From an optimization exercise on the open Yosys and OpenROAD flow, aimed at small area and a short achievable clock period; shortcuts taken in it are not production practice. RTL that was checked went through simulation tests only; none was proved equivalent to the original. No functional check of the RTL was part of runs 2 to 5. Power and IR drop assume default switching activity.

File: design.v
module fifo(
  input clk,
  input rst,
  input [7:0] buf_in,
  input wr_en,
  input rd_en,
  output reg [7:0] buf_out,
  output reg buf_empty,
  output reg buf_full,
  output reg [7:0] fifo_counter
);
  reg [7:0] fifo_counter_next;
  reg [7:0] wr_ptr;
  reg [7:0] rd_ptr;
  reg [7:0] buf_mem [63:0];
  always @(*) begin
    fifo_counter_next = fifo_counter;
    if ((!buf_full && wr_en) && !(!buf_empty && rd_en)) begin
      fifo_counter_next = fifo_counter + 1;
    end else if ((!buf_empty && rd_en) && !(!buf_full && wr_en)) begin
      fifo_counter_next = fifo_counter - 1;
    end
  end
  always @(posedge clk or posedge rst) begin
    if (rst) begin
      fifo_counter <= 0;
      wr_ptr <= 0;
      rd_ptr <= 0;
      buf_out <= 0;
      buf_empty <= 1;
      buf_full <= 0;
    end else begin
      if (wr_en && !buf_full) begin
        wr_ptr <= (wr_ptr == 63) ? 0 : wr_ptr + 1;
      end
      if (rd_en && !buf_empty) begin
        buf_out <= buf_mem[rd_ptr];
        rd_ptr <= (rd_ptr == 63) ? 0 : rd_ptr + 1;
      end
      buf_empty <= (fifo_counter_next == 0);
      buf_full <= (fifo_counter_next == 64);
      fifo_counter <= fifo_counter_next;
    end
  end
  always @(posedge clk) begin
    if (wr_en && !buf_full) begin
      buf_mem[wr_ptr[5:0]] <= buf_in;
    end
  end
endmodule
File: run.sh
#!/bin/bash
# synth_recipe.tcl (not shown) runs the flow's synth.tcl, then flattens the netlist and writes it again
# the make line also repeats each setting of config.mk as NAME=value (left out here)
make -C /OpenROAD-flow-scripts/flow DESIGN_CONFIG=/design/flow/config.mk WORK_HOME=/design/flow/orfs CLKGATE_MAP_FILE= SYNTH_SCRIPT=/design/flow/synth_recipe.tcl finish
File: constraint.sdc
create_clock -name core_clock -period 4.0 [get_ports {clk}]
set_input_delay 0.8000 -clock core_clock [delete_from_list [all_inputs] [get_ports {clk}]]
set_output_delay 0.8000 -clock core_clock [all_outputs]
set_load 0.01 [all_outputs]
File: config.mk
export PLATFORM = sky130hd
export DESIGN_NAME = fifo
export DESIGN_NICKNAME = fifo
export VERILOG_FILES = /design/flow/design.v
export SDC_FILE = /design/flow/constraint.sdc
export NUM_CORES = 4
export LEC_CHECK = 0
export CAP_MARGIN = 20
export CORE_MARGIN = 2
export CORE_UTILIZATION = 40
export SLEW_MARGIN = 20
==> impl_metrics.py, run 1 <==
metrics = {
    "global_route": {
        "antenna_found_initial": 1,
        "gr-usage-all-layers_pct": 18.33,
        "grt_pass1_wl_mm": 75.34,
        "first_global_vias": 11110,
        "grt_max_degree": 62,
        "overflow": 0,
    },
    "worst_setup_path": {
        "path_delay_family": "compound AO/OA/AOI/OAI gates",
        "cp_common_cell": "buf_4",
        "cp.depth": 7,
        "r2r-start": "rd_ptr[0]$_DFFE_PP0P_",
        "path_class": "reg2reg",
        "critPathLaunchType": "register",
        "startpoint": "rd_ptr[0]$_DFFE_PP0P_",
        "crit_fanout": 20,
        "critical-path-slowest-cell": "dfrtp_4",
        "crit_chain": "buf_12 > buf_4 > buf_4 > mux4_2 > a22oi_1 > o21ai_0 > o32a_1",
        "r2r_cells": 7,
        "reg2reg_slack_ns": 0.80,
        "worstPathArrival_ns": 3.68,
        "worstPathRequired_ns": 4.48,
        "worst-path-buf-inv": 3,
        "end_kind": "register",
        "endpoint": "buf_out[2]$_DFFE_PP0P_",
        "r2r_end": "buf_out[2]$_DFFE_PP0P_",
        "critPathMaxStageDelay_ns": 0.69,
    },
    "power": {
        "power.total_w": 0.01613,
        "power_density_mw_per_mm2": 647.7,
        "leakage_nw": 8.056,
        "peakVddDrop_mv": 0.3762,
    },
    "sta": {
        "fin_crit_ns": 3.195,
        "max_freq_ghz": 0.3130,
        "rsz0062_at_grt": "false",
        "tightest_slew_ns": 1.008,
        "fin_skew_ns": 0.02356,
        "setup_tns_ns": 0,
        "finalMaxSlewViolations": 0,
        "timing_hold_violations_final": 0,
        "fin_crit_sh_pct": 79.88,
        "slew_headroom_pct": 32.63,
        "setup_viol": 0,
    },
    "logic_synthesis": {
        "synth_cell_types": 55,
        "synthCells": 1107,
        "ys_seq_elements": 546,
        "synth_common_cells": "edfxtp_1 (512), mux4_2 (108), nor2_1 (89), mux2i_1 (46), dfrtp_1 (33)",
        "synth_edf_count": 512,
        "ys_warn_count": 1,
        "synth_nets": 1123,
        "synthArstFlopShare_pct": 6.227,
        "syn_area_sq_mm": 0.02165,
        "synth_area_leaders": "edfxtp_1 (71%), mux4_2 (11%), dfrtp_1 (3.8%), mux2i_1 (2.1%), nor2_1 (1.5%)",
        "ys_seq_area_share_pct": 74.97,
        "yosysTopAreaCell": "edfxtp_1",
        "avgSynthCellArea_sq_um": 19.55,
        "synthMostInstantiatedCell": "edfxtp_1",
        "synth_ff_type": "edfxtp_1",
        "yosysTopAreaCellShare_pct": 71.03,
    },
    "placement": {
        "dp_hpwl_mm": 32.42,
        "gp_congestion": 0.8468,
        "io_buffer_count": 29,
    },
    "routing": {
        "route.antenna.remaining_nets": 0,
        "wl_mm": 50.87,
        "drt_pre_antenna_iters": 8,
        "remaining_drc_errors": 0,
        "via_per_inst": 5.671,
        "via_count": 11160,
        "drt_iter0_drc": 1220,
        "wl_per_cell_um": 25.85,
    },
    "final_layout": {
        "n_antenna_cell": 0,
        "areaGrowthSynthToFinish_pct": 15.05,
        "fillers": 4449,
        "multiInputGateArea_sq_mm": 0.005022,
        "final-seq-area_sq_mm": 0.01624,
        "final_net_count": 1244,
        "drive_above_1_share_pct": 24.37,
    },
    "run_status": {
        "status": "complete, no violations",
    },
    "die": {
        "die_y_um": 236.6,
        "fp-row-count": 85,
        "start_util_pct": 40.30,
        "core_area_sq_mm": 0.05371,
        "ios": 30,
        "die_area_sq_mm": 0.05599,
        "die_x_um": 236.6,
    },
    "clock_tree": {
        "root_buffer": "clkbuf_16",
        "tritoncts": "done",
        "clk_latency_ns": 0.60,
        "cts.sinks": 546,
        "clk_pin_slew_ns": 0.07,
        "clockBufferDepth": 3,
        "ctsHoldBuffers": 0,
        "htreeDepth": 2,
        "cts_buffers": 53,
        "cts.repair.resized": 0,
        "cts_setup_buffers": 0,
    },
    "min_path": {
        "hold_path_class": "in2async",
    },
    "flow_run": {
        "maxCapViolCount": 0,
    },
}
==> registers in the layout, summed over array words and instances, names as in the netlist <==
| signal | flops |
|---|---|
| buf_full | 1 |
| wr_ptr | 8 |
| rd_ptr | 8 |
| buf_out | 8 |
| fifo_counter | 8 |
| buf_empty | 1 |
| buf_mem | 512 |
==> cell families after synthesis <==
family          share of synthesized area (%)
flops                                   74.97
mux                                     14.56
compound gates                          3.370
xor+xnor                               0.6070
buf+inv                                 1.873
simple gates                            4.393
fa+ha+maj                              0.2312
==> how the worst min path moves through the flow <==
stage | from | endpoint | slack [ns] | cells after the start
after floorplan | wr_ptr[7]$_DFFE_PP0P_ | wr_ptr[7]$_DFFE_PP0P_ | 0.47 | 1
after detailed placement | wr_ptr[7]$_DFFE_PP0P_ | wr_ptr[7]$_DFFE_PP0P_ | 0.50 | 1
after global routing | rst | fifo_counter[6]$_DFF_PP0_ | 0.37 | 2
after global placement | rd_ptr[7]$_DFFE_PP0P_ | rd_ptr[7]$_DFFE_PP0P_ | 0.50 | 1
after CTS | rst | fifo_counter[6]$_DFF_PP0_ | 0.33 | 2
final | rst | fifo_counter[6]$_DFF_PP0_ | 0.36 | 2
==> power by group <==
part / internal, W / switching [W] / leakage, nW
sequential: 0.00659 / 0.000531 / 5.01
clock: 0.00282 / 0.00208 / 0.820
combinational: 0.00182 / 0.00230 / 2.22
total: 0.0112 / 0.00490 / 8.06
==> placed cells by master (no fill, tap or decap), types with 14 or more instances in the layout <==
master | synthesis | routed
o21ai_0 | 14 | 14
nor2_1 | 89 | 89
edfxtp_1 | 512 | 512
nand2_1 | 26 | 26
clkbuf_16 | 0 | 53
clkdlybuf4s50_1 | 0 | 21
mux4_2 | 108 | 108
mux2i_1 | 46 | 46
dfrtp_1 | 33 | 30
nor3_1 | 16 | 16
o22ai_1 | 17 | 17
buf_4 | 9 | 95
clkbuf_1 | 19 | 17
==> layer usage <==
layer / global-route usage, % / wire length (um)
met4: 4.584 / 1138
met3: 3.521 / 3466
met5: 0 / 13
met2: 28.38 / 23590
met1: 26.91 / 22670
==> final cells by class <==
cell class                 count  share of cell area [%]
inverter                      11                  0.1658
clock buffer                  73                   5.748
sequential                   546                   65.20
clock inverter                26                   1.030
timing repair buffer         128                   4.190
multi-input combinational    488                   20.17
tap                          696                   3.497
==> stage by stage <==
| step | utilization (%) | area (sq um) | hold WS [ns] | setup WS, ns | instances |
|---|---|---|---|---|---|
| 5_1_grt | 46.37 | 24900 | 0.3677 | 0.6477 | 1968 |
| 6_report | 46.37 | 24900 | 0.3594 | 0.8050 | 1968 |
| 2_1_floorplan | - | 21650 | 0.4680 | 0.9774 | 1107 |
| 3_3_place_gp | 43.23 | 23220 | 0.4954 | 0.8255 | 1869 |
| 3_5_place_dp | 43.23 | 23220 | 0.5014 | 0.8105 | 1869 |
| 4_1_cts | 46.37 | 24900 | 0.3268 | 0.7861 | 1968 |
==> inputs of run 2 (changes only) <==
==> design.v (replaced) <==
module fifo(
  input clk,
  input rst,
  input [7:0] buf_in,
  input wr_en,
  input rd_en,
  output reg [7:0] buf_out,
  output reg buf_empty,
  output reg buf_full,
  output [7:0] fifo_counter
);
  reg [5:0] wr_ptr;
  reg [5:0] rd_ptr;
  reg [6:0] count;
  reg [7:0] mem [0:63];
  assign fifo_counter = {1'b0, count};
  wire wa = wr_en & ~buf_full;
  wire ra = rd_en & ~buf_empty;
  wire [7:0] wlo_n = ~(8'b1 << wr_ptr[2:0]);
  wire [7:0] whi_n = ~({8{wa}} & (8'b1 << wr_ptr[5:3]));
  wire [63:0] we;
  wire [7:0] rlo_n = ~(8'b1 << rd_ptr[2:0]);
  wire [7:0] rhi_n = ~(8'b1 << rd_ptr[5:3]);
  wire [63:0] rs;
  genvar g, b;
  generate
    for (g = 0; g < 64; g = g + 1) begin : gdec
      fifo_nor2 u_we (.a(wlo_n[g % 8]), .b(whi_n[g / 8]), .y(we[g]));
      fifo_nor2 u_rs (.a(rlo_n[g % 8]), .b(rhi_n[g / 8]), .y(rs[g]));
    end
  endgenerate
  wire [7:0] rdata;
  generate
    for (b = 0; b < 8; b = b + 1) begin : gbit
      wire [63:0] col;
      for (g = 0; g < 64; g = g + 1) begin : gcol
        assign col[g] = mem[g][b];
      end
      fifo_sel64 u_sel (.s(rs), .d(col), .y(rdata[b]));
    end
  endgenerate
  generate
    for (g = 0; g < 64; g = g + 1) begin : gmem
      always @(posedge clk)
        if (we[g])
          mem[g] <= buf_in;
    end
  endgenerate
  always @(posedge clk or posedge rst) begin
    if (rst) begin
      wr_ptr <= 6'd0;
      rd_ptr <= 6'd0;
      count <= 7'd0;
      buf_out <= 8'd0;
      buf_empty <= 1'b1;
      buf_full <= 1'b0;
    end else begin
      if (wa) wr_ptr <= wr_ptr + 6'd1;
      if (ra) begin
        rd_ptr <= rd_ptr + 6'd1;
        buf_out <= rdata;
      end
      if (wa & ~ra) count <= count + 7'd1;
      else if (ra & ~wa) count <= count - 7'd1;
      buf_empty <= ~wa & (ra ? (count == 7'd1) : buf_empty);
      buf_full <= ~ra & (wa ? (count == 7'd63) : buf_full);
    end
  end
endmodule
module fifo_sel64(
  input [63:0] s,
  input [63:0] d,
  output y
);
  wire [21:0] p_n;    
  genvar i;
  generate
    for (i = 0; i < 21; i = i + 1) begin : gaoi
      fifo_aoi222 u (.a1(s[3*i]), .a2(d[3*i]), .b1(s[3*i+1]), .b2(d[3*i+1]),
                     .c1(s[3*i+2]), .c2(d[3*i+2]), .y(p_n[i]));
    end
  endgenerate
  fifo_nand2 u21 (.a(s[63]), .b(d[63]), .y(p_n[21]));
  wire [5:0] q;
  fifo_nand4 n0 (.a(p_n[0]),  .b(p_n[1]),  .c(p_n[2]),  .d(p_n[3]),  .y(q[0]));
  fifo_nand4 n1 (.a(p_n[4]),  .b(p_n[5]),  .c(p_n[6]),  .d(p_n[7]),  .y(q[1]));
  fifo_nand4 n2 (.a(p_n[8]),  .b(p_n[9]),  .c(p_n[10]), .d(p_n[11]), .y(q[2]));
  fifo_nand4 n3 (.a(p_n[12]), .b(p_n[13]), .c(p_n[14]), .d(p_n[15]), .y(q[3]));
  fifo_nand4 n4 (.a(p_n[16]), .b(p_n[17]), .c(p_n[18]), .d(p_n[19]), .y(q[4]));
  fifo_nand2 n5 (.a(p_n[20]), .b(p_n[21]), .y(q[5]));
  wire [2:0] r_n;
  fifo_nor2 o0 (.a(q[0]), .b(q[1]), .y(r_n[0]));
  fifo_nor2 o1 (.a(q[2]), .b(q[3]), .y(r_n[1]));
  fifo_nor2 o2 (.a(q[4]), .b(q[5]), .y(r_n[2]));
  fifo_nand3 o3 (.a(r_n[0]), .b(r_n[1]), .c(r_n[2]), .y(y));
endmodule
module fifo_aoi222(input a1, input a2, input b1, input b2, input c1, input c2, output y);
  assign y = ~((a1 & a2) | (b1 & b2) | (c1 & c2));
endmodule
module fifo_nand4(input a, input b, input c, input d, output y);
  assign y = ~(a & b & c & d);
endmodule
module fifo_nand2(input a, input b, output y);
  assign y = ~(a & b);
endmodule
module fifo_nand3(input a, input b, input c, output y);
  assign y = ~(a & b & c);
endmodule
module fifo_nor2(input a, input b, output y);
  assign y = ~(a | b);
endmodule
--- a/config.mk
+++ b/config.mk
@@ -11 +11,3 @@
 export SLEW_MARGIN = 20
+export SYNTH_HIERARCHICAL = 1
+export SYNTH_MINIMUM_KEEP_SIZE = 0
==> impl_metrics.py, run 2 <==
metrics = {
    "sta": {
        "rsz0062_at_grt": "false",
        "max_freq_ghz": 0.3135,
        "setup_viol": 0,
        "fin_crit_ns": 3.190,
        "slew_headroom_pct": 38.28,
        "setup_tns_ns": 0,
        "fin_crit_sh_pct": 79.75,
        "finalMaxSlewViolations": 0,
        "tightest_slew_ns": 0.9201,
        "timing_hold_violations_final": 0,
        "fin_ws_ns": 0.8101,
        "fin_skew_ns": 0.01726,
    },
    "clock_tree": {
        "cts_buffers": 51,
        "htreeDepth": 2,
        "cts.sinks": 541,
        "clk_pin_slew_ns": 0.06,
        "cts.repair.resized": 0,
        "tritoncts": "done",
        "clockBufferDepth": 3,
        "cts_setup_buffers": 0,
        "clk_latency_ns": 0.60,
        "ctsHoldBuffers": 0,
        "root_buffer": "clkbuf_16",
    },
    "global_route": {
        "gr-usage-all-layers_pct": 19.91,
        "grt_max_degree": 65,
        "antenna_found_initial": 1,
        "grt_pass1_wl_mm": 72.77,
        "first_global_vias": 10980,
        "overflow": 0,
    },
    "routing": {
        "route.antenna.remaining_nets": 0,
        "remaining_drc_errors": 0,
        "via_per_inst": 6.019,
        "wl_mm": 50.54,
        "wl_per_cell_um": 27.04,
        "drt_pre_antenna_iters": 8,
        "drt_iter0_drc": 1949,
        "via_count": 11250,
    },
    "die": {
        "die_y_um": 225.7,
        "die_x_um": 225.7,
        "fp-row-count": 81,
        "core_area_sq_mm": 0.04875,
        "die_area_sq_mm": 0.05094,
        "start_util_pct": 40.33,
        "ios": 30,
    },
    "power": {
        "power.total_w": 0.01399,
        "p_seq_share_pct": 48.6,
        "peakVddDrop_mv": 0.3300,
        "power_frac_clock_pct": 34.8,
        "power_switching_w": 0.003974,
        "internal_power_w": 0.01002,
        "power_density_mw_per_mm2": 622.0,
        "pwr-share-comb_pct": 16.6,
        "swShare_pct": 28.40,
        "leakage_nw": 7.053,
    },
    "logic_synthesis": {
        "synth_common_cells": "edfxtp_1 (512), a222oi_1 (168), nor2_1 (158), nand2_1 (64), nand4_1 (48)",
        "synth_nets": 1112,
        "synth_cell_types": 36,
        "ys_seq_elements": 541,
        "ys_seq_area_share_pct": 81.91,
        "synthMostInstantiatedCell": "edfxtp_1",
        "syn_area_sq_mm": 0.01966,
        "yosysTopAreaCell": "edfxtp_1",
        "synth_area_leaders": "edfxtp_1 (78%), a222oi_1 (8.6%), dfrtp_1 (3.6%), nor2_1 (3.0%), nand4_1 (1.5%)",
        "yosysTopAreaCellShare_pct": 78.21,
        "synth_ff_type": "edfxtp_1",
        "avgSynthCellArea_sq_um": 18.14,
        "synthArstFlopShare_pct": 5.360,
        "ys_warn_count": 8,
        "synthCells": 1084,
        "synth_edf_count": 512,
    },
    "placement": {
        "gp_congestion": 0.8835,
        "dp_hpwl_mm": 30.75,
        "place_ws_ns": 0.5870,
        "io_buffer_count": 28,
        "dp_cells": 1775,
    },
    "worst_setup_path": {
        "crit_fanout": 8,
        "critPathLaunchType": "register",
        "worstPathRequired_ns": 4.49,
        "reg2reg_slack_ns": 0.81,
        "end_kind": "register",
        "path_class": "reg2reg",
        "worstPathArrival_ns": 3.68,
    },
    "final_layout": {
        "layout_commonest_cell": "edfxtp_1",
        "largest_reg_flops": 512,
        "top_regs": "mem: 512 flops, buf_out: 8 flops, count: 7 flops",
        "fillers": 4086,
        "final_net_count": 1192,
        "multiInputGateArea_sq_mm": 0.003440,
        "drive_above_1_share_pct": 8.631,
        "fin_util_pct": 46.14,
        "fin_cells": 1869,
        "n_antenna_cell": 0,
        "layout_common_cells": "edfxtp_1 (512), a222oi_1 (168), nor2_1 (158)",
        "areaGrowthSynthToFinish_pct": 14.42,
        "final-seq-area_sq_mm": 0.01610,
    },
    "flow_run": {
        "maxCapViolCount": 0,
    },
    "min_path": {
        "hold_path_class": "reg2reg",
    },
    "run_status": {
        "status": "complete, no violations",
    },
}
## run 2: per-layer routing
layer,global-route usage (%),up-vias,share of wire (%)
li1,-,4801,-
met1,26.58,5637,39
met2,32.05,694,48
met3,4.176,115,9.8
met4,7.883,2,3.9
met5,0,-,0.026
## run 2: kinds of logic (layout without fill, tap and decap cells)
| kind of cell | Yosys count | count (layout) | synth area share, % |
|---|---|---|---|
| XOR/XNOR | 15 | 15 | 0.6682 |
| adder cells (fa/ha/maj) | 16 | 16 | 1.018 |
| AND/OR/NAND/NOR | 302 | 302 | 6.804 |
| multiplexers | 1 | 1 | 0.05092 |
| AO/OA/AOI/OAI | 179 | 179 | 8.936 |
| buffers and inverters | 29 | 150 | 0.5982 |
| other | 1 | 1 | 0.01908 |
| flip-flops | 541 | 541 | 81.91 |
## run 2: final timing paths
check / start / endpoint / cells past startpoint
worst max-delay path: rd_ptr[0]$_DFFE_PP0P_ / buf_out[2]$_DFFE_PP0P_ / 10
worst min-delay path: buf_out[4]$_DFFE_PP0P_ / buf_out[4]$_DFFE_PP0P_ / 2
worst max register to register: rd_ptr[0]$_DFFE_PP0P_ / buf_out[2]$_DFFE_PP0P_ / 10
worst min register to register: buf_out[4]$_DFFE_PP0P_ / buf_out[4]$_DFFE_PP0P_ / 2
max in group asynchronous: rst / buf_out[3]$_DFFE_PP0P_ / 3
min in group asynchronous: rst / count[2]$_DFFE_PP0P_ / 2
## run 2: cell type report
cell class / count / share of cell area [%]
timing repair buffer: 40 / 1.580
multi-input combinational: 514 / 15.29
clock buffer: 63 / 6.152
inverter: 16 / 0.2670
tap: 664 / 3.694
clock inverter: 31 / 1.430
sequential: 541 / 71.59
## run 2: through the flow
stage | hold WS (ns) | area [sq um]
finish | 0.4806 | 22490
global route | 0.5089 | 22490
CTS | 0.4830 | 22490
detailed placement | 0.4644 | 20790
global placement | 0.4630 | 20790
floorplan | 0.5139 | 19660
## run 2: modules after synthesis, one instance, submodules excluded, excerpt
module,flip-flops and latches,copies in the design
fifo_aoi222,0,168
fifo_nand2,0,16
fifo_nand4,0,40
fifo_nand3,0,8
fifo,541,1
fifo_nor2,0,152
## run 2: worst max-delay path, stage by stage, from the launching register on
cell      delay [ns]
dfrtp_1         0.39
inv_1           0.10
ha_1            0.22
nand2_1         0.60
nor2_1          0.30
a222oi_1        0.59
nand4_1         0.26
nor2_1          0.33
nand3_1         0.13
nand2_1         0.10
nand2_1         0.05
## run 2: power by group through the flow
| stage | registers (W) | logic [W] | clock network (W) |
|---|---|---|---|
| after global routing | 0.00682 | 0.00245 | 0.00516 |
| after detailed placement | 0.00691 | 0.00228 | 0 |
| after floorplan | 0.00680 | 0.00118 | 0 |
| after CTS | 0.00679 | 0.00229 | 0.00496 |
| final | 0.00680 | 0.00232 | 0.00487 |
| after global placement | 0.00691 | 0.00227 | 0 |
==> inputs of run 3 (changes only) <==
--- a/config.mk
+++ b/config.mk
@@ -9,3 +9,4 @@
 export CORE_MARGIN = 2
-export CORE_UTILIZATION = 40
+export CORE_UTILIZATION = 60
+export SETUP_SLACK_MARGIN = 2.0
 export SLEW_MARGIN = 20
==> impl_metrics.py, run 3 <==
metrics = {
    "logic_synthesis": {
        "synthMostInstantiatedCell": "edfxtp_1",
        "synthCells": 1084,
        "synth_cell_types": 36,
        "ys_seq_elements": 541,
        "yosysTopAreaCell": "edfxtp_1",
        "synth_ff_type": "edfxtp_1",
        "synth_edf_count": 512,
        "synthArstFlopShare_pct": 5.360,
        "ys_warn_count": 8,
        "synth_nets": 1112,
        "ys_seq_area_share_pct": 81.91,
        "synth_area_leaders": "edfxtp_1 (78%), a222oi_1 (8.6%), dfrtp_1 (3.6%), nor2_1 (3.0%), nand4_1 (1.5%)",
        "avgSynthCellArea_sq_um": 18.14,
        "syn_area_sq_mm": 0.01966,
        "synth_common_cells": "edfxtp_1 (512), a222oi_1 (168), nor2_1 (158), nand2_1 (64), nand4_1 (48)",
        "yosysTopAreaCellShare_pct": 78.21,
    },
    "final_layout": {
        "layout_common_cells": "edfxtp_1 (512), a222oi_1 (168), nor2_4 (71)",
        "n_antenna_cell": 0,
        "top_regs": "mem: 512 flops, buf_out: 8 flops, count: 7 flops",
        "final_net_count": 1250,
        "fillers": 2072,
        "final-seq-area_sq_mm": 0.01612,
        "drive_above_1_share_pct": 26.62,
        "multiInputGateArea_sq_mm": 0.004352,
        "layout_commonest_cell": "edfxtp_1",
        "fin_cells": 1704,
        "largest_reg_flops": 512,
        "areaGrowthSynthToFinish_pct": 19.61,
    },
    "sta": {
        "timing_hold_violations_final": 0,
        "finalHoldWorstSlack_ns": 0.4894,
        "rsz0062_at_grt": "true",
        "slew_headroom_pct": 36.59,
        "fin_crit_ns": 2.565,
        "setup_tns_ns": 0,
        "fin_crit_sh_pct": 64.12,
        "finalMaxSlewViolations": 0,
        "fin_skew_ns": 0.01581,
        "max_freq_ghz": 0.3899,
        "fin_ws_ns": 1.435,
        "tightest_slew_ns": 0.9512,
        "setup_viol": 0,
    },
    "worst_setup_path": {
        "cp.depth": 11,
        "path_class": "reg2reg",
        "crit_fanout": 8,
        "critPathMaxStageDelay_ns": 0.53,
        "r2r_cells": 11,
        "worstPathArrival_ns": 3.01,
        "critical-path-slowest-cell": "a222oi_1",
        "end_kind": "register",
        "critPathLaunchType": "register",
        "worst-path-buf-inv": 2,
        "worstPathRequired_ns": 4.44,
        "crit_chain": "ha_4 > ha_4 > clkinvlp_4 > buf_12 > nor2_4 > a222oi_1 > nand4_1 > nor2_4 > nand3_2 > nand2_2 > nand2_1",
        "path_delay_family": "simple AND/OR/NAND/NOR gates",
    },
    "routing": {
        "dr_wl_met2_mm": 23.52,
        "dr.max_layer_used": "met4",
        "wirelength_met1_mm": 20.76,
        "drt_iter0_drc": 2283,
        "dr_wl_met3_mm": 5.677,
        "wl_per_cell_um": 30.19,
        "route.antenna.remaining_nets": 0,
        "wl_mm": 51.44,
        "via_count": 11890,
        "remaining_drc_errors": 0,
        "drt_pre_antenna_iters": 10,
        "via_per_inst": 6.978,
    },
    "die": {
        "die_y_um": 185.0,
        "die_x_um": 185.0,
        "ios": 30,
        "fp-row-count": 66,
        "start_util_pct": 60.73,
        "core_area_sq_mm": 0.03237,
        "die_area_sq_mm": 0.03423,
    },
    "power": {
        "power_density_mw_per_mm2": 629.0,
        "power.total_w": 0.01479,
        "peakVddDrop_mv": 0.4075,
        "leakage_nw": 7.423,
    },
    "placement": {
        "gp_congestion": 0.8836,
        "dp_hpwl_mm": 31.09,
        "dp_cells": 1561,
        "io_buffer_count": 28,
        "place_ws_ns": 0.8367,
    },
    "global_route": {
        "gr-usage-all-layers_pct": 30.53,
        "antenna_found_initial": 0,
        "grt_max_degree": 65,
        "first_global_vias": 11330,
        "overflow": 0,
        "grt_pass1_wl_mm": 74.51,
    },
    "flow_run": {
        "maxCapViolCount": 0,
    },
    "clock_tree": {
        "cts_buffers": 52,
        "clk_pin_slew_ns": 0.06,
        "clk_latency_ns": 0.56,
        "root_buffer": "clkbuf_16",
        "tritoncts": "done",
        "htreeDepth": 2,
        "clockBufferDepth": 3,
        "cts.sinks": 541,
        "ctsHoldBuffers": 0,
    },
    "min_path": {
        "hold_depth": 2,
        "hold_path_class": "reg2reg",
    },
    "run_status": {
        "status": "complete, no violations",
    },
}
## run 3: layout make-up
type | instances | area share, %
tap | 442 | 2.352
clock inverter | 24 | 0.7928
inverter | 16 | 0.3938
clock buffer | 70 | 5.954
multi-input combinational | 514 | 18.51
sequential | 541 | 68.54
timing repair buffer | 97 | 3.464
## run 3: worst register-to-register path, delay by kind of cell (launching register included)
kind	cells	cell delay, ns
simple gates	6	0.86
compound gates	1	0.53
flops	1	0.45
buf+inv	2	0.23
fa+ha+maj	2	0.36
## run 3: stage by stage
step                area (sq um)  utilization (%)
floorplan                  19970                -
global placement           20840            64.38
detailed placement         20840            64.38
CTS                        23310            72.00
global route               23510            72.64
finish                     23510            72.64
## run 3: per-module statistics from Yosys (local to each module, per instance), excerpt
module / copies in the design / area [sq um] / flops+latches / cells
fifo: 1 / 17060 / 541 / 700
fifo_nor2: 152 / 3.754 / 0 / 1
fifo_aoi222: 168 / 10.01 / 0 / 1
fifo_nand2: 16 / 3.754 / 0 / 1
fifo_nand4: 40 / 6.256 / 0 / 1
fifo_nand3: 8 / 5.005 / 0 / 1
## run 3: worst paths after layout
path | from | endpoint | slack, ns
setup / recovery | rd_ptr[0]$_DFFE_PP0P_ | buf_out[6]$_DFFE_PP0P_ | 1.44
hold / removal | buf_out[6]$_DFFE_PP0P_ | buf_out[6]$_DFFE_PP0P_ | 0.49
setup reg to reg | rd_ptr[0]$_DFFE_PP0P_ | buf_out[6]$_DFFE_PP0P_ | 1.44
hold reg to reg | buf_out[6]$_DFFE_PP0P_ | buf_out[6]$_DFFE_PP0P_ | 0.49
max in group asynchronous | rst | count[1]$_DFFE_PP0P_ | 3.04
min in group asynchronous | rst | buf_out[1]$_DFFE_PP0P_ | 0.63
## run 3: cells by family after synthesis
| group | count (synthesis) | share of synthesized area, % |
|---|---|---|
| other | 1 | 0.01908 |
| multiplexers | 1 | 0.05092 |
| adder cells (fa/ha/maj) | 16 | 1.018 |
| AND/OR/NAND/NOR | 302 | 6.804 |
| buffers and inverters | 29 | 0.5982 |
| flip-flops | 541 | 81.91 |
| AO/OA/AOI/OAI | 179 | 8.936 |
| XOR/XNOR | 15 | 0.6682 |
## run 3: power by group
group          switching (W)  total (W)  internal, W
Clock                0.00197    0.00460      0.00264
Sequential          0.000265    0.00680      0.00653
Combinational        0.00228    0.00339      0.00111
Total                0.00452     0.0148       0.0103
## run 3: what timing repair did
action                     in CTS  in global routing
setup buffers                  41                  8
pin swaps                      78                 39
gates resized for setup       211                 47
gates cloned                    0                  0
setup endpoints to repair     514                123
## run 3: routing by layer
metal | up-vias | global-route usage, %
met3 | 102 | 4.719
met5 | - | 0
met1 | 6042 | 46.63
li1 | 4930 | -
met4 | 0 | 9.619
met2 | 816 | 46.02
==> inputs of run 4 (changes only) <==
--- a/design.v
+++ b/design.v
@@ -7,3 +7,3 @@
   output reg [7:0] buf_out,
-  output reg buf_empty,
+  output buf_empty,
   output reg buf_full,
@@ -12,8 +12,11 @@
   reg [5:0] wr_ptr;
-  reg [5:0] rd_ptr;
+  reg [7:0] rlo_n;
+  reg [7:0] rhi_n;
   reg [6:0] count;
+  reg not_empty;
   reg [7:0] mem [0:63];
   assign fifo_counter = {1'b0, count};
+  assign buf_empty = ~not_empty;
   wire wa = wr_en & ~buf_full;
-  wire ra = rd_en & ~buf_empty;
+  wire ra = rd_en & not_empty;
   wire [7:0] wlo_n = ~(8'b1 << wr_ptr[2:0]);
@@ -21,4 +24,2 @@
   wire [63:0] we;
-  wire [7:0] rlo_n = ~(8'b1 << rd_ptr[2:0]);
-  wire [7:0] rhi_n = ~(8'b1 << rd_ptr[5:3]);
   wire [63:0] rs;
@@ -51,6 +52,7 @@
       wr_ptr <= 6'd0;
-      rd_ptr <= 6'd0;
+      rlo_n <= 8'b11111110;
+      rhi_n <= 8'b11111110;
       count <= 7'd0;
       buf_out <= 8'd0;
-      buf_empty <= 1'b1;
+      not_empty <= 1'b0;
       buf_full <= 1'b0;
@@ -59,3 +61,4 @@
       if (ra) begin
-        rd_ptr <= rd_ptr + 6'd1;
+        rlo_n <= {rlo_n[6:0], rlo_n[7]};
+        if (!rlo_n[7]) rhi_n <= {rhi_n[6:0], rhi_n[7]};
         buf_out <= rdata;
@@ -64,3 +67,3 @@
       else if (ra & ~wa) count <= count - 7'd1;
-      buf_empty <= ~wa & (ra ? (count == 7'd1) : buf_empty);
+      not_empty <= wa | (ra ? (count != 7'd1) : not_empty);
       buf_full <= ~ra & (wa ? (count == 7'd63) : buf_full);
@@ -102,7 +105,7 @@
 endmodule
+module fifo_nand3(input a, input b, input c, output y);
+  assign y = ~(a & b & c);
+endmodule
 module fifo_nand2(input a, input b, output y);
   assign y = ~(a & b);
-endmodule
-module fifo_nand3(input a, input b, input c, output y);
-  assign y = ~(a & b & c);
 endmodule
--- a/config.mk
+++ b/config.mk
@@ -10,2 +10,4 @@
 export CORE_UTILIZATION = 60
+export CTS_CLUSTER_DIAMETER = 80
+export CTS_CLUSTER_SIZE = 30
 export SETUP_SLACK_MARGIN = 2.0
==> impl_metrics.py, run 4 <==
metrics = {
    "final_layout": {
        "fillers": 2146,
        "final_cell_area_sq_mm": 0.02273,
        "drive_above_1_share_pct": 23.51,
        "layout_commonest_cell": "edfxtp_1",
        "n_antenna_cell": 0,
        "areaGrowthSynthToFinish_pct": 14.49,
        "layout_common_cells": "edfxtp_1 (512), a222oi_1 (168), nor2_4 (68)",
        "final_net_count": 1178,
        "largest_reg_flops": 512,
    },
    "clock_tree": {
        "ctsHoldBuffers": 0,
        "htreeDepth": 1,
        "tritoncts": "done",
        "clk_pin_slew_ns": 0.11,
        "cts_buffers": 25,
        "root_buffer": "clkbuf_16",
        "clockBufferDepth": 3,
        "clk_latency_ns": 0.58,
        "cts.sinks": 551,
    },
    "placement": {
        "io_buffer_count": 28,
        "place_ws_ns": 0.6934,
        "dp_hpwl_mm": 29.33,
        "gp_congestion": 0.8799,
        "placed_cell_area_sq_mm": 0.02078,
    },
    "worst_setup_path": {
        "path_class": "reg2reg",
        "critPathMaxStageDelay_ns": 0.70,
        "worst-path-buf-inv": 2,
        "cp_common_cell": "nor2_2",
        "critical-path-slowest-cell": "dfstp_4",
        "end_kind": "register",
        "crit_fanout": 8,
        "crit_chain": "buf_4 > buf_12 > nor2_2 > a222oi_1 > nand4_1 > nor2_2 > nand3_2 > mux2_2",
        "worstPathRequired_ns": 4.47,
        "critPathLaunchType": "register",
        "worstPathArrival_ns": 3.09,
        "path_delay_family": "simple AND/OR/NAND/NOR gates",
    },
    "global_route": {
        "grt_pass1_wl_mm": 72.39,
        "overflow": 0,
        "antenna_found_initial": 0,
        "first_global_vias": 10430,
        "grt_max_degree": 65,
        "gr-usage-all-layers_pct": 29.98,
    },
    "logic_synthesis": {
        "synth_nets": 1076,
        "synth_cell_types": 38,
        "synth_common_cells": "edfxtp_1 (512), a222oi_1 (168), nor2_1 (156), nand4_1 (44), nand2_1 (31)",
        "synthArstFlopShare_pct": 7.078,
        "synth_area_leaders": "edfxtp_1 (77%), a222oi_1 (8.5%), dfrtp_1 (3.2%), nor2_1 (2.9%), dfstp_2 (1.9%)",
        "syn_area_sq_mm": 0.01985,
        "synthCells": 1054,
        "synth.area.mux_share_pct": 1.361,
        "synth_edf_count": 512,
        "synth-simple-area-share_pct": 5.811,
        "yosysTopAreaCell": "edfxtp_1",
        "synth_ff_type": "edfxtp_1",
        "ys_seq_area_share_pct": 82.45,
        "yosysTopAreaCellShare_pct": 77.45,
        "synthMostInstantiatedCell": "edfxtp_1",
        "synth_xor_area_share_pct": 0.4853,
        "yosys.area_share.adder_pct": 0.6303,
        "ys_warn_count": 8,
        "synth_compound_area_share_pct": 8.811,
        "avgSynthCellArea_sq_um": 18.83,
        "ys_seq_elements": 551,
        "synth_top_family_by_area": "compound AO/OA/AOI/OAI gates",
    },
    "sta": {
        "setup_tns_ns": 0,
        "slew_headroom_pct": 38.96,
        "fin_crit_sh_pct": 65.49,
        "timing_hold_violations_final": 0,
        "fin_crit_ns": 2.620,
        "tightest_slew_ns": 0.9156,
        "fin_ws_ns": 1.380,
        "finalMaxSlewViolations": 0,
        "setup_viol": 0,
        "finalHoldWorstSlack_ns": 0.5116,
        "fin_skew_ns": 0.02645,
        "rsz0062_at_grt": "true",
        "max_freq_ghz": 0.3817,
    },
    "min_path": {
        "hold_path_class": "reg2reg",
    },
    "die": {
        "die_x_um": 185.9,
        "die_area_sq_mm": 0.03456,
        "core_area_sq_mm": 0.03254,
        "die_y_um": 185.9,
        "fp-row-count": 66,
        "start_util_pct": 61.01,
        "ios": 30,
    },
    "power": {
        "power_density_mw_per_mm2": 489.7,
        "peakVddDrop_mv": 0.4274,
        "leakage_nw": 6.759,
    },
    "routing": {
        "route.antenna.remaining_nets": 0,
        "drt_iter0_drc": 2031,
        "remaining_drc_errors": 0,
        "wl_mm": 51.14,
        "via_per_inst": 7.002,
        "wl_per_cell_um": 31.64,
        "via_count": 11320,
        "drt_pre_antenna_iters": 12,
    },
    "run_status": {
        "status": "complete, no violations",
    },
    "flow_run": {
        "maxCapViolCount": 0,
    },
}
-- run 4: cell count changes after synthesis, sizes merged, moves of 4 or more --
cell    delta
nand3b     -4
nand2     -33
ha         -6
dfstp     +13
mux2      +24
inv        -6
xnor2      -7
clkbuf     -7
nand4      -4
-- run 4: cells by family (layout without fill, tap and decap cells) --
kind of cell | count (synthesis) | after routing
other | 1 | 1
XOR/XNOR | 11 | 11
multiplexers | 24 | 24
AND/OR/NAND/NOR | 260 | 260
adder cells (fa/ha/maj) | 10 | 10
AO/OA/AOI/OAI | 178 | 178
flip-flops | 551 | 551
buffers and inverters | 19 | 139
-- run 4: timing repair --
item / in CTS / in global routing
setup buffers: 43 / 12
endpoints found under the setup margin: 539 / 397
pin swaps: 56 / 53
hold endpoints to repair: 0 / 0
gates resized for setup: 222 / 29
-- run 4: cell type report --
cell class              instances  area, sq um  area share (%)
inverters                      10        52.55          0.2312
multi-input cells             484         4140           18.22
clock buffers                  35        663.1           2.918
repair buffers                 84        742.0           3.265
clock inverters                10        170.2          0.7487
well taps                     442        553.0           2.433
flip-flops and latches        551        16410           72.19
-- run 4: worst register-to-register path, delay by kind of cell, from the launching register on --
family                 cells  cell delay [ns]
DFF                        1             0.70
AOI/OAI and AO/OA          1             0.58
muxes                      1             0.27
buffers and inverters      2             0.26
and+or+nand+nor            4             0.70
-- run 4: stage by stage --
| stage | util (%) | instances | total power [W] |
|---|---|---|---|
| after floorplan | - | 1054 | 0.007286 |
| after global placement | 63.87 | 1516 | 0.007786 |
| after detailed placement | 63.87 | 1516 | 0.007782 |
| after CTS | 69.22 | 1604 | 0.01106 |
| after global routing | 69.85 | 1616 | 0.01148 |
| final | 69.85 | 1616 | 0.01113 |
-- run 4: final timing paths --
path | from | to | slack (ns) | cells past startpoint
max | rlo_n[2]$_DFFE_PP1P_ | buf_out[5]$_DFFE_PP0P_ | 1.38 | 8
min | buf_out[3]$_DFFE_PP0P_ | buf_out[3]$_DFFE_PP0P_ | 0.51 | 1
max reg2reg | rlo_n[2]$_DFFE_PP1P_ | buf_out[5]$_DFFE_PP0P_ | 1.38 | 8
min reg2reg | buf_out[3]$_DFFE_PP0P_ | buf_out[3]$_DFFE_PP0P_ | 0.51 | 1
max in group asynchronous | rst | rhi_n[0]$_DFFE_PP0P_ | 2.95 | 3
min in group asynchronous | rst | buf_full$_DFF_PP0_ | 0.63 | 3
-- run 4: metal layers --
layer,track usage (%),routed length (um)
met1,43.58,19800
met2,47.55,24120
met3,4.931,5167
met4,8.850,2052
met5,0,0
-- run 4: per-module statistics from Yosys, one instance, submodules excluded, a selection --
module       times used  flops+latches  cells inside
fifo                  1            551           670
fifo_aoi222         168              0             1
fifo_nand2           16              0             1
fifo_nand3            8              0             1
fifo_nand4           40              0             1
fifo_nor2           152              0             1
-- run 4: report_power, final --
group | total [W] | internal (W) | leakage [nW] | switching (W)
sequential | 0.00672 | 0.00656 | 5.02 | 0.000163
combinational | 0.00134 | 0.000363 | 1.34 | 0.000973
clock | 0.00307 | 0.00130 | 0.395 | 0.00177
total | 0.0111 | 0.00823 | 6.76 | 0.00291
==> inputs of run 5 (changes only) <==
--- a/config.mk
+++ b/config.mk
@@ -10,4 +10,2 @@
 export CORE_UTILIZATION = 60
-export CTS_CLUSTER_DIAMETER = 80
-export CTS_CLUSTER_SIZE = 30
 export SETUP_SLACK_MARGIN = 2.0
==> impl_metrics.py, run 5 <==
metrics = {
    "run_status": {
        "status": "complete, no violations",
    },
    "sta": {
        "timing_hold_violations_final": 0,
        "finalMaxSlewViolations": 0,
        "fin_crit_sh_pct": 62.62,
        "setup_viol": 0,
        "fin_crit_ns": 2.505,
        "tightest_slew_ns": 0.9104,
        "setup_tns_ns": 0,
        "fin_skew_ns": 0.02714,
        "rsz0062_at_grt": "true",
        "slew_headroom_pct": 39.31,
        "finalHoldWorstSlack_ns": 0.5062,
        "max_freq_ghz": 0.3993,
    },
    "routing": {
        "route.antenna.remaining_nets": 0,
        "drt_iter0_drc": 2009,
        "via_per_inst": 6.918,
        "wl_per_cell_um": 31.36,
        "remaining_drc_errors": 0,
        "via_count": 11500,
        "drt_pre_antenna_iters": 9,
        "wl_mm": 52.14,
    },
    "logic_synthesis": {
        "yosysTopAreaCellShare_pct": 77.45,
        "synth_cell_types": 38,
        "ys_seq_area_share_pct": 82.45,
        "syn_area_sq_mm": 0.01985,
        "synthArstFlopShare_pct": 7.078,
        "synth_edf_count": 512,
        "ys_warn_count": 8,
        "synthMostInstantiatedCell": "edfxtp_1",
        "avgSynthCellArea_sq_um": 18.83,
        "synth_area_leaders": "edfxtp_1 (77%), a222oi_1 (8.5%), dfrtp_1 (3.2%), nor2_1 (2.9%), dfstp_2 (1.9%)",
        "yosysTopAreaCell": "edfxtp_1",
        "synth_ff_type": "edfxtp_1",
        "ys_seq_elements": 551,
        "synthCells": 1054,
        "synth_common_cells": "edfxtp_1 (512), a222oi_1 (168), nor2_1 (156), nand4_1 (44), nand2_1 (31)",
        "synth_nets": 1076,
    },
    "global_route": {
        "gr-usage-all-layers_pct": 31.02,
        "first_global_vias": 11020,
        "antenna_found_initial": 0,
        "overflow": 0,
        "grt_max_degree": 65,
        "grt_pass1_wl_mm": 74.82,
    },
    "placement": {
        "dp_hpwl_mm": 29.33,
        "io_buffer_count": 28,
        "gp_congestion": 0.8799,
    },
    "power": {
        "peakVddDrop_mv": 0.4581,
        "power_frac_clock_pct": 37.9,
        "p_seq_share_pct": 51.9,
        "leakage_nw": 7.203,
        "swShare_pct": 24.11,
        "power_switching_w": 0.003124,
        "pwr-share-comb_pct": 10.1,
        "power_density_mw_per_mm2": 548.7,
        "internal_power_w": 0.009832,
    },
    "final_layout": {
        "fillers": 2044,
        "largest_reg_flops": 512,
        "n_antenna_cell": 0,
        "layout_common_cells": "edfxtp_1 (512), a222oi_1 (168), nor2_4 (74)",
        "layout_commonest_cell": "edfxtp_1",
        "areaGrowthSynthToFinish_pct": 18.93,
        "final_net_count": 1204,
        "drive_above_1_share_pct": 25.55,
    },
    "die": {
        "core_area_sq_mm": 0.03254,
        "die_y_um": 185.9,
        "ios": 30,
        "die_x_um": 185.9,
        "start_util_pct": 61.01,
        "die_area_sq_mm": 0.03456,
        "fp-row-count": 66,
    },
    "clock_tree": {
        "clk_latency_ns": 0.59,
        "htreeDepth": 2,
        "clockBufferDepth": 3,
        "cts_buffers": 52,
        "cts.sinks": 551,
        "clk_pin_slew_ns": 0.06,
        "tritoncts": "done",
        "root_buffer": "clkbuf_16",
        "ctsHoldBuffers": 0,
    },
    "worst_setup_path": {
        "worstPathRequired_ns": 4.46,
        "end_kind": "register",
        "worstPathArrival_ns": 2.97,
        "critPathLaunchType": "register",
        "path_class": "reg2reg",
        "crit_fanout": 8,
    },
    "min_path": {
        "hold_path_class": "reg2reg",
    },
    "flow_run": {
        "maxCapViolCount": 0,
    },
}
==> run 5: cell count changes in the layout (fill, tap and decap cells not counted), sizes merged <==
cell,before,now
clkdlybuf4s15,0,1
clkbuf,36,71
clkinv,7,15
clkinvlp,2,3
buf,80,78
inv,10,9
bufinv,1,6
==> run 5: power groups by stage <==
| stage | Clock, W | Sequential (W) | Combinational (W) |
|---|---|---|---|
| floorplan | 0 | 0.00680 | 0.000488 |
| global placement | 0 | 0.00687 | 0.000918 |
| detailed placement | 0 | 0.00686 | 0.000918 |
| CTS | 0.00497 | 0.00671 | 0.00128 |
| global route | 0.00521 | 0.00674 | 0.00139 |
| finish | 0.00492 | 0.00673 | 0.00131 |
==> run 5: area by class of cell <==
cell class | count | area (sq um) | area share (%)
clock buffers | 70 | 1450 | 6.142
multi-input cells | 484 | 4154 | 17.59
well taps | 442 | 553.0 | 2.342
inverters | 10 | 52.55 | 0.2226
repair buffers | 83 | 728.2 | 3.084
clock inverters | 23 | 265.3 | 1.123
flip-flops and latches | 551 | 16410 | 69.49
==> run 5: logic make-up (layout without fill, tap and decap cells) <==
group / after synthesis / in the layout / share of synthesized area, %
AND/OR/NAND/NOR: 260 / 260 / 5.811
buffers and inverters: 19 / 186 / 0.4286
adder cells (fa/ha/maj): 10 / 10 / 0.6303
other: 1 / 1 / 0.01889
multiplexers: 24 / 24 / 1.361
XOR/XNOR: 11 / 11 / 0.4854
AO/OA/AOI/OAI: 178 / 178 / 8.811
flip-flops: 551 / 551 / 82.45
==> run 5: worst paths after layout <==
kind | startpoint | endpoint | slack (ns) | cells past startpoint
worst max register to register | rlo_n[2]$_DFFE_PP1P_ | buf_out[5]$_DFFE_PP0P_ | 1.50 | 7
worst min register to register | buf_out[1]$_DFFE_PP0P_ | buf_out[1]$_DFFE_PP0P_ | 0.51 | 1
min in group asynchronous | rst | buf_out[3]$_DFFE_PP0P_ | 0.65 | 3
max in group asynchronous | rst | rhi_n[0]$_DFFE_PP0P_ | 2.94 | 3
worst min-delay path | buf_out[1]$_DFFE_PP0P_ | buf_out[1]$_DFFE_PP0P_ | 0.51 | 1
worst max-delay path | rlo_n[2]$_DFFE_PP1P_ | buf_out[5]$_DFFE_PP0P_ | 1.50 | 7
==> run 5: routing by layer <==
| layer | track usage, % | part of all wire [%] | up-vias |
|---|---|---|---|
| li1 | - | - | 4836 |
| met1 | 44.10 | 38 | 5682 |
| met2 | 48.52 | 47 | 848 |
| met3 | 5.654 | 11 | 138 |
| met4 | 12.00 | 4.0 | 0 |
| met5 | 0 | 0 | - |
==> run 5: modules after synthesis (local to each module, per instance), a selection <==
| module | times used | flops+latches | cells | area [sq um] |
|---|---|---|---|---|
| fifo_nand2 | 16 | 0 | 1 | 3.754 |
| fifo_nand3 | 8 | 0 | 1 | 5.005 |
| fifo_nand4 | 40 | 0 | 1 | 6.256 |
| fifo_nor2 | 152 | 0 | 1 | 3.754 |
| fifo | 1 | 551 | 670 | 17250 |
| fifo_aoi222 | 168 | 0 | 1 | 10.01 |
==> run 5: repair_timing <==
action	4_1_cts	5_1_grt
cloned	0	0
pin swaps	90	33
buffers inserted	52	2
endpoints found under the setup margin	539	80
gates resized for setup	228	16
==> run 5: worst max-delay path, cell delays in order, from the launching register on <==
cell and delay (ns):
dfstp_4 0.70, buf_12 0.15, nor2_4 0.05, a222oi_1 0.52
nand4_1 0.33, nor2_2 0.25, nand3_2 0.11, mux2_2 0.27
==> run 5: through the flow <==
stage                     total power [W]  utilization (%)  setup slack (ns)  instance area [sq um]  cells
final                             0.01296            72.57             1.495                  23610   1663
after global routing              0.01334            72.57             1.482                  23610   1663
after CTS                         0.01297            72.45             1.554                  23570   1661
after detailed placement         0.007782            63.87            0.6934                  20780   1516
after global placement           0.007786            63.87            0.8073                  20780   1516
after floorplan                  0.007286                -             1.794                  20040   1054
==> inputs of run 6 (changes only) <==
==> design.v (replaced) <==
module fifo(
  input clk,
  input rst,
  input [7:0] buf_in,
  input wr_en,
  input rd_en,
  output reg [7:0] buf_out,
  output buf_empty,
  output reg buf_full,
  output [7:0] fifo_counter
);
  reg [5:0] wr_ptr;
  reg [7:0] rlo;
  reg [7:0] rhi;
  reg [6:0] count;
  reg not_empty;
  reg [7:0] mem_n [0:63];
  assign fifo_counter = {1'b0, count};
  assign buf_empty = ~not_empty;
  wire wa = wr_en & ~buf_full;
  wire ra = rd_en & not_empty;
  wire [7:0] wlo_n = ~(8'b1 << wr_ptr[2:0]);
  wire [7:0] whi = 8'b1 << wr_ptr[5:3];
  wire [7:0] whi_n;
  wire [63:0] we;
  wire [63:0] rs_n;
  genvar g, b;
  generate
    for (g = 0; g < 8; g = g + 1) begin : gwhi
      fifo_nand3b u (.a_n(buf_full), .b(wr_en), .c(whi[g]), .y(whi_n[g]));
    end
    for (g = 0; g < 64; g = g + 1) begin : gdec
      fifo_nor2 u_we (.a(wlo_n[g % 8]), .b(whi_n[g / 8]), .y(we[g]));
      fifo_nand2 u_rs (.a(rlo[g % 8]), .b(rhi[g / 8]), .y(rs_n[g]));
    end
  endgenerate
  wire [7:0] rdata;
  generate
    for (b = 0; b < 8; b = b + 1) begin : gbit
      wire [63:0] col_n;
      for (g = 0; g < 64; g = g + 1) begin : gcol
        assign col_n[g] = mem_n[g][b];
      end
      fifo_sel64 u_sel (.s_n(rs_n), .d_n(col_n), .y(rdata[b]));
    end
  endgenerate
  wire [7:0] buf_in_n = ~buf_in;
  generate
    for (g = 0; g < 64; g = g + 1) begin : gmem
      always @(posedge clk)
        if (we[g])
          mem_n[g] <= buf_in_n;
    end
  endgenerate
  always @(posedge clk or posedge rst) begin
    if (rst) begin
      wr_ptr <= 6'd0;
      rlo <= 8'b00000001;
      rhi <= 8'b00000001;
      count <= 7'd0;
      buf_out <= 8'd0;
      not_empty <= 1'b0;
      buf_full <= 1'b0;
    end else begin
      if (wa) wr_ptr <= wr_ptr + 6'd1;
      if (ra) begin
        rlo <= {rlo[6:0], rlo[7]};
        if (rlo[7]) rhi <= {rhi[6:0], rhi[7]};
        buf_out <= rdata;
      end
      if (wa & ~ra) count <= count + 7'd1;
      else if (ra & ~wa) count <= count - 7'd1;
      not_empty <= wr_en | (not_empty & (~rd_en | (count != 7'd1)));
      buf_full <= ~rd_en & (buf_full | (wr_en & (count == 7'd63)));
    end
  end
endmodule
module fifo_sel64(
  input [63:0] s_n,
  input [63:0] d_n,
  output y
);
  wire [31:0] p;      
  wire [15:0] q_n;
  wire [3:0] r;
  wire [1:0] t_n;
  genvar i;
  generate
    for (i = 0; i < 32; i = i + 1) begin : gp
      fifo_oai22 u (.a1(s_n[2*i]), .a2(d_n[2*i]), .b1(s_n[2*i+1]), .b2(d_n[2*i+1]), .y(p[i]));
    end
    for (i = 0; i < 16; i = i + 1) begin : gq
      fifo_nor2 u (.a(p[2*i]), .b(p[2*i+1]), .y(q_n[i]));
    end
    for (i = 0; i < 4; i = i + 1) begin : gr
      fifo_nand4 u (.a(q_n[4*i]), .b(q_n[4*i+1]), .c(q_n[4*i+2]), .d(q_n[4*i+3]), .y(r[i]));
    end
  endgenerate
  fifo_nor2 t0 (.a(r[0]), .b(r[1]), .y(t_n[0]));
  fifo_nor2 t1 (.a(r[2]), .b(r[3]), .y(t_n[1]));
  fifo_nand2 t2 (.a(t_n[0]), .b(t_n[1]), .y(y));
endmodule
module fifo_oai22(input a1, input a2, input b1, input b2, output y);
  assign y = ~((a1 | a2) & (b1 | b2));
endmodule
module fifo_nand4(input a, input b, input c, input d, output y);
  assign y = ~(a & b & c & d);
endmodule
module fifo_nand3b(input a_n, input b, input c, output y);
  assign y = ~(~a_n & b & c);
endmodule
module fifo_nand2(input a, input b, output y);
  assign y = ~(a & b);
endmodule
module fifo_nor2(input a, input b, output y);
  assign y = ~(a | b);
endmodule
--- a/config.mk
+++ b/config.mk
@@ -10,3 +10,5 @@
 export CORE_UTILIZATION = 60
-export SETUP_SLACK_MARGIN = 2.0
+export CTS_CLUSTER_DIAMETER = 80
+export CTS_CLUSTER_SIZE = 30
+export SETUP_SLACK_MARGIN = 2.2
 export SLEW_MARGIN = 20
==> impl_metrics.py, run 6 <==
metrics = {
    "logic_synthesis": {
        "synth_ff_type": "edfxtp_1",
        "synthCells": 1250,
        "yosysTopAreaCellShare_pct": 76.18,
        "synth_area_leaders": "edfxtp_1 (76%), o22ai_1 (7.9%), dfrtp_1 (4.6%), nor2_1 (3.9%), nand2_1 (1.6%)",
        "syn_area_sq_mm": 0.02018,
        "ys_seq_elements": 551,
        "ys_seq_area_share_pct": 81.03,
        "synth_nets": 1272,
        "synth_common_cells": "edfxtp_1 (512), o22ai_1 (256), nor2_1 (210), nand2_1 (86), dfrtp_1 (37)",
        "synthArstFlopShare_pct": 7.078,
        "synthMostInstantiatedCell": "edfxtp_1",
        "ys_warn_count": 8,
        "avgSynthCellArea_sq_um": 16.15,
        "yosysTopAreaCell": "edfxtp_1",
        "synth_cell_types": 38,
        "synth_edf_count": 512,
    },
    "sta": {
        "fin_ws_ns": 1.939,
        "fin_crit_ns": 2.061,
        "setup_tns_ns": 0,
        "max_freq_ghz": 0.4853,
        "setup_viol": 0,
        "tightest_slew_ns": 0.8772,
        "finalMaxSlewViolations": 0,
        "rsz0062_at_grt": "true",
        "fin_skew_ns": 0.02323,
        "slew_headroom_pct": 41.44,
        "fin_crit_sh_pct": 51.52,
        "timing_hold_violations_final": 0,
    },
    "final_layout": {
        "n_antenna_cell": 0,
        "layout_common_cells": "edfxtp_1 (512), o22ai_1 (214), nor2_1 (103)",
        "layout_commonest_cell": "edfxtp_1",
        "final_net_count": 1427,
        "drive_above_1_share_pct": 32.35,
        "areaGrowthSynthToFinish_pct": 24.33,
        "multiInputGateArea_sq_mm": 0.005749,
        "largest_reg_flops": 512,
        "final-seq-area_sq_mm": 0.01643,
        "fillers": 1978,
    },
    "placement": {
        "dp_hpwl_mm": 31.07,
        "gp_congestion": 0.9220,
        "place_ws_ns": 0.7065,
        "io_buffer_count": 28,
    },
    "worst_setup_path": {
        "r2r_end": "buf_out[6]$_DFFE_PP0P_",
        "critPathLaunchType": "register",
        "r2r-start": "rlo[6]$_DFFE_PP0P_",
        "critical-path-slowest-cell": "dfrtp_2",
        "worstPathRequired_ns": 3.20,
        "worstPathArrival_ns": 1.26,
        "critPathMaxStageDelay_ns": 0.45,
        "crit_fanout": 2,
        "crit_chain": "clkdlybuf4s15_1",
        "reg2reg_slack_ns": 1.99,
        "path_class": "reg2out",
        "path_delay_family": "flip-flops",
        "end_kind": "output port",
        "endpoint": "buf_full",
        "startpoint": "buf_full$_DFF_PP0_",
        "cp.depth": 1,
        "r2r_cells": 8,
        "worst-path-buf-inv": 1,
    },
    "die": {
        "die_x_um": 187.4,
        "die_area_sq_mm": 0.03512,
        "start_util_pct": 60.49,
        "fp-row-count": 67,
        "die_y_um": 187.4,
        "core_area_sq_mm": 0.03336,
        "ios": 30,
    },
    "power": {
        "power_density_mw_per_mm2": 441.8,
        "peakVddDrop_mv": 0.3651,
        "leakage_nw": 7.791,
    },
    "global_route": {
        "grt_max_degree": 65,
        "antenna_found_initial": 1,
        "first_global_vias": 11790,
        "gr-usage-all-layers_pct": 31.90,
        "grt_pass1_wl_mm": 79.63,
        "overflow": 0,
    },
    "routing": {
        "via_per_inst": 6.544,
        "drt_pre_antenna_iters": 6,
        "remaining_drc_errors": 0,
        "drt_iter0_drc": 1239,
        "dr_wl_met2_mm": 26.80,
        "wirelength_met1_mm": 21.95,
        "dr.max_layer_used": "met4",
        "dr_wl_met3_mm": 5.315,
        "via_count": 12240,
        "route.antenna.remaining_nets": 0,
        "wl_per_cell_um": 29.97,
        "wl_mm": 56.05,
    },
    "clock_tree": {
        "cts.sinks": 551,
        "root_buffer": "clkbuf_16",
        "cts_buffers": 23,
        "tritoncts": "done",
        "clk_latency_ns": 0.58,
        "clockBufferDepth": 3,
        "clk_pin_slew_ns": 0.11,
        "htreeDepth": 1,
    },
    "min_path": {
        "hold_depth": 2,
        "hold_path_class": "reg2reg",
    },
    "flow_run": {
        "maxCapViolCount": 0,
    },
    "run_status": {
        "status": "complete, no violations",
    },
}
-- run 6: per-module statistics from Yosys (local to each module, per instance), a selection --
| module | cell area, sq um | copies in the design |
|---|---|---|
| fifo_nand4 | 6.256 | 32 |
| fifo_nor2 | 3.754 | 208 |
| fifo_oai22 | 6.256 | 256 |
| fifo_nand2 | 3.754 | 72 |
| fifo | 17270 | 1 |
| fifo_nand3b | 7.507 | 8 |
-- run 6: kinds of logic after synthesis --
| group | synth area share, % |
|---|---|
| compound gates | 8.270 |
| simple gates | 7.694 |
| mux | 1.333 |
| flops | 81.03 |
| buf+inv | 0.5579 |
| other cells | 0.01858 |
| xor+xnor | 0.4774 |
| fa+ha+maj | 0.6200 |
-- run 6: final cells by class --
type / count / share of cell area [%]
sequential: 551 / 65.48
multi-input combinational: 673 / 22.91
timing repair buffer: 135 / 5.944
clock buffer: 35 / 2.598
tap: 448 / 2.234
inverter: 17 / 0.4538
clock inverter: 7 / 0.2593
timing repair inverter: 4 / 0.1197
-- run 6: worst min-delay path by stage --
| stage | from | to |
|---|---|---|
| 6_report | count[5]$_DFFE_PP0P_ | count[5]$_DFFE_PP0P_ |
| 2_1_floorplan | rlo[0]$_DFFE_PP1P_ | rlo[0]$_DFFE_PP1P_ |
| 5_1_grt | count[5]$_DFFE_PP0P_ | count[5]$_DFFE_PP0P_ |
| 3_3_place_gp | count[6]$_DFFE_PP0P_ | count[6]$_DFFE_PP0P_ |
| 4_1_cts | count[5]$_DFFE_PP0P_ | count[5]$_DFFE_PP0P_ |
| 3_5_place_dp | count[5]$_DFFE_PP0P_ | count[5]$_DFFE_PP0P_ |
-- run 6: layer usage --
layer | global-route usage, % | up-vias
met5 | 0 | -
met4 | 10.66 | 0
met3 | 6.135 | 115
met2 | 51.20 | 705
met1 | 44.88 | 6152
li1 | - | 5266
-- run 6: repair_timing --
item | 4_1_cts | 5_1_grt
endpoints found under the setup margin | 868 | 593
gates cloned | 4 | 0
hold buffers | 0 | 0
buffers inserted | 82 | 12
gates resized for setup | 516 | 104
pin swaps | 92 | 84
-- run 6: metrics by stage --
step | hold WS, ns | util [%] | total power, W | cell area [sq um] | cells
after floorplan | 0.4903 | - | 0.007278 | 20280 | 1250
after global placement | 0.5104 | 63.43 | 0.007759 | 21160 | 1730
after detailed placement | 0.5130 | 63.43 | 0.007760 | 21160 | 1730
after CTS | 0.5607 | 73.11 | 0.01092 | 24390 | 1858
after global routing | 0.5824 | 75.21 | 0.01140 | 25090 | 1870
final | 0.5601 | 75.21 | 0.01109 | 25090 | 1870
-- run 6: power breakdown --
group | internal, W | switching [W]
sequential | 0.00655 | 0.000151
combinational | 0.000468 | 0.00108
clock | 0.00117 | 0.00167
==> inputs of run 7 (changes only) <==
--- a/config.mk
+++ b/config.mk
@@ -12,3 +12,3 @@
 export CTS_CLUSTER_SIZE = 30
-export SETUP_SLACK_MARGIN = 2.2
+export SETUP_SLACK_MARGIN = 1.7
 export SLEW_MARGIN = 20
==> impl_metrics.py, run 7 <==
metrics = {
    "sta": {
        "max_freq_ghz": 0.4127,
        "finalMaxSlewViolations": 0,
        "fin_crit_ns": 2.423,
        "timing_hold_violations_final": 0,
        "fin_crit_sh_pct": 60.58,
        "rsz0062_at_grt": "true",
        "setup_tns_ns": 0,
        "tightest_slew_ns": 1.127,
        "slew_headroom_pct": 24.70,
        "fin_skew_ns": 0.01860,
        "setup_viol": 0,
    },
    "routing": {
        "via_per_inst": 6.375,
        "remaining_drc_errors": 0,
        "dr.max_layer_used": "met4",
        "dr_wl_met3_mm": 3.872,
        "drt_iter0_drc": 1568,
        "route.antenna.remaining_nets": 0,
        "wirelength_met1_mm": 20.79,
        "wl_mm": 50.27,
        "via_count": 11440,
        "drt_pre_antenna_iters": 5,
        "wl_per_cell_um": 28.01,
        "dr_wl_met2_mm": 23.82,
    },
    "logic_synthesis": {
        "synth_ff_type": "edfxtp_1",
        "synthArstFlopShare_pct": 7.078,
        "synth_area_leaders": "edfxtp_1 (76%), o22ai_1 (7.9%), dfrtp_1 (4.6%), nor2_1 (3.9%), nand2_1 (1.6%)",
        "synth_common_cells": "edfxtp_1 (512), o22ai_1 (256), nor2_1 (210), nand2_1 (86), dfrtp_1 (37)",
        "synthMostInstantiatedCell": "edfxtp_1",
        "yosysTopAreaCell": "edfxtp_1",
        "yosysTopAreaCellShare_pct": 76.18,
        "ys_warn_count": 8,
        "ys_seq_elements": 551,
        "synth_edf_count": 512,
        "avgSynthCellArea_sq_um": 16.15,
        "synth_cell_types": 38,
        "synthCells": 1250,
        "synth_nets": 1272,
        "syn_area_sq_mm": 0.02018,
        "ys_seq_area_share_pct": 81.03,
    },
    "placement": {
        "gp_congestion": 0.9081,
        "io_buffer_count": 28,
        "dp_hpwl_mm": 30.10,
    },
    "power": {
        "leakage_nw": 6.970,
        "power_density_mw_per_mm2": 481.8,
        "peakVddDrop_mv": 0.4748,
    },
    "worst_setup_path": {
        "worstPathRequired_ns": 4.23,
        "path_delay_family": "simple AND/OR/NAND/NOR gates",
        "crit_fanout": 8,
        "critPathMaxStageDelay_ns": 0.65,
        "end_kind": "register",
        "startpoint": "wr_ptr[0]$_DFFE_PP0P_",
        "crit_chain": "inv_1 > ha_1 > nand2_1 > nor2_2",
        "r2r-start": "wr_ptr[0]$_DFFE_PP0P_",
        "worstPathArrival_ns": 2.65,
        "r2r_end": "mem_n[18][4]$_DFFE_PP_",
        "r2r_cells": 4,
        "critPathLaunchType": "register",
        "endpoint": "mem_n[18][4]$_DFFE_PP_",
        "reg2reg_slack_ns": 1.58,
        "path_class": "reg2reg",
        "cp.depth": 4,
        "worst-path-buf-inv": 1,
        "critical-path-slowest-cell": "nand2_1",
    },
    "final_layout": {
        "largest_reg_flops": 512,
        "fillers": 2398,
        "final_net_count": 1352,
        "n_antenna_cell": 0,
        "drive_above_1_share_pct": 13.88,
        "areaGrowthSynthToFinish_pct": 10.20,
        "layout_commonest_cell": "edfxtp_1",
        "layout_common_cells": "edfxtp_1 (512), o22ai_1 (256), nor2_1 (148)",
        "fin_util_pct": 66.66,
    },
    "clock_tree": {
        "root_buffer": "clkbuf_16",
        "cts_buffers": 24,
        "clk_pin_slew_ns": 0.11,
        "tritoncts": "done",
        "clk_latency_ns": 0.58,
        "clockBufferDepth": 3,
        "cts.sinks": 551,
        "ctsHoldBuffers": 0,
        "htreeDepth": 1,
    },
    "die": {
        "die_area_sq_mm": 0.03512,
        "start_util_pct": 60.49,
        "die_y_um": 187.4,
        "ios": 30,
        "core_area_sq_mm": 0.03336,
        "die_x_um": 187.4,
        "fp-row-count": 67,
    },
    "global_route": {
        "grt_pass1_wl_mm": 72.64,
        "gr-usage-all-layers_pct": 28.67,
        "grt_max_degree": 65,
        "antenna_found_initial": 0,
        "overflow": 0,
        "first_global_vias": 11080,
    },
    "flow_run": {
        "maxCapViolCount": 0,
    },
    "run_status": {
        "status": "complete, no violations",
    },
    "min_path": {
        "hold_path_class": "reg2reg",
    },
}
-- run 7: per-layer routing --
layer	vias up	track usage [%]
met5	-	0
met4	0	9.297
met3	99	3.096
met2	555	45.85
met1	5667	42.29
li1	5123	-
-- run 7: what timing repair did --
| item | in CTS | in global routing |
|---|---|---|
| setup buffers | 18 | 8 |
| pin swaps | 4 | 4 |
| gates cloned | 0 | 0 |
| gates resized for setup | 84 | 26 |
| setup endpoints to repair | 538 | 356 |
-- run 7: Yosys stat by module (local to each module, per instance), excerpt --
module	flip-flops and latches	times used	area, sq um
fifo_nand3b	0	8	7.507
fifo	551	1	17270
fifo_oai22	0	256	6.256
fifo_nor2	0	208	3.754
fifo_nand2	0	72	3.754
fifo_nand4	0	32	6.256
-- run 7: through the flow --
| stage | total power, W | hold WS [ns] | std cells | area [sq um] | worst slack, ns |
|---|---|---|---|---|---|
| 2_1_floorplan | 0.007256 | 0.4903 | 1250 | 20190 | 1.721 |
| 3_3_place_gp | 0.007720 | 0.4994 | 1726 | 21050 | 0.6732 |
| 3_5_place_dp | 0.007719 | 0.5133 | 1726 | 21050 | 0.6519 |
| 4_1_cts | 0.01068 | 0.5305 | 1787 | 22100 | 1.414 |
| 5_1_grt | 0.01104 | 0.5509 | 1795 | 22240 | 1.556 |
| 6_report | 0.01072 | 0.5293 | 1795 | 22240 | 1.577 |
-- run 7: worst min-delay path by stage --
stage,start,endpoint,slack [ns],depth (start not counted)
2_1_floorplan,rlo[0]$_DFFE_PP1P_,rlo[0]$_DFFE_PP1P_,0.49,2
3_3_place_gp,buf_out[0]$_DFFE_PP0P_,buf_out[0]$_DFFE_PP0P_,0.50,1
3_5_place_dp,buf_out[0]$_DFFE_PP0P_,buf_out[0]$_DFFE_PP0P_,0.51,1
4_1_cts,buf_out[0]$_DFFE_PP0P_,buf_out[0]$_DFFE_PP0P_,0.53,1
5_1_grt,buf_out[0]$_DFFE_PP0P_,buf_out[0]$_DFFE_PP0P_,0.55,1
6_report,buf_out[0]$_DFFE_PP0P_,buf_out[0]$_DFFE_PP0P_,0.53,1
-- run 7: cell families (layout without fill, tap and decap cells) --
logic type	count (synthesis)	in the layout	synth area share [%]
AO/OA/AOI/OAI	265	265	8.270
XOR/XNOR	11	11	0.4774
adder cells (fa/ha/maj)	10	10	0.6200
buffers and inverters	26	123	0.5579
flip-flops	551	551	81.03
multiplexers	24	24	1.333
other	1	1	0.01858
AND/OR/NAND/NOR	362	362	7.694
-- run 7: power breakdown --
part | internal [W] | switching [W]
registers | 0.00655 | 0.000137
clock network | 0.00121 | 0.00171
logic | 0.000307 | 0.000800
total | 0.00807 | 0.00265
-- run 7: final cells by class --
cell class                      instances  area (sq um)  share of cell area (%)
Multi-Input combinational cell        673          3944                   17.73
Clock inverter                          9         96.34                  0.4332
Timing Repair Buffer                   63         538.0                   2.419
Tap cell                              448         560.5                   2.520
Sequential cell                       551         16370                   73.60
Inverter                               17         73.82                  0.3319
Clock buffer                           34         659.4                   2.965

Check on run 7: ideal ports give 1.577 ns setup slack; a clkbuf_16 on the clock port and buf_2 on the inputs give 1.577 ns; moving port delays by the midpoint clock arrival (0.627 ns) as well gives 1.232 ns.
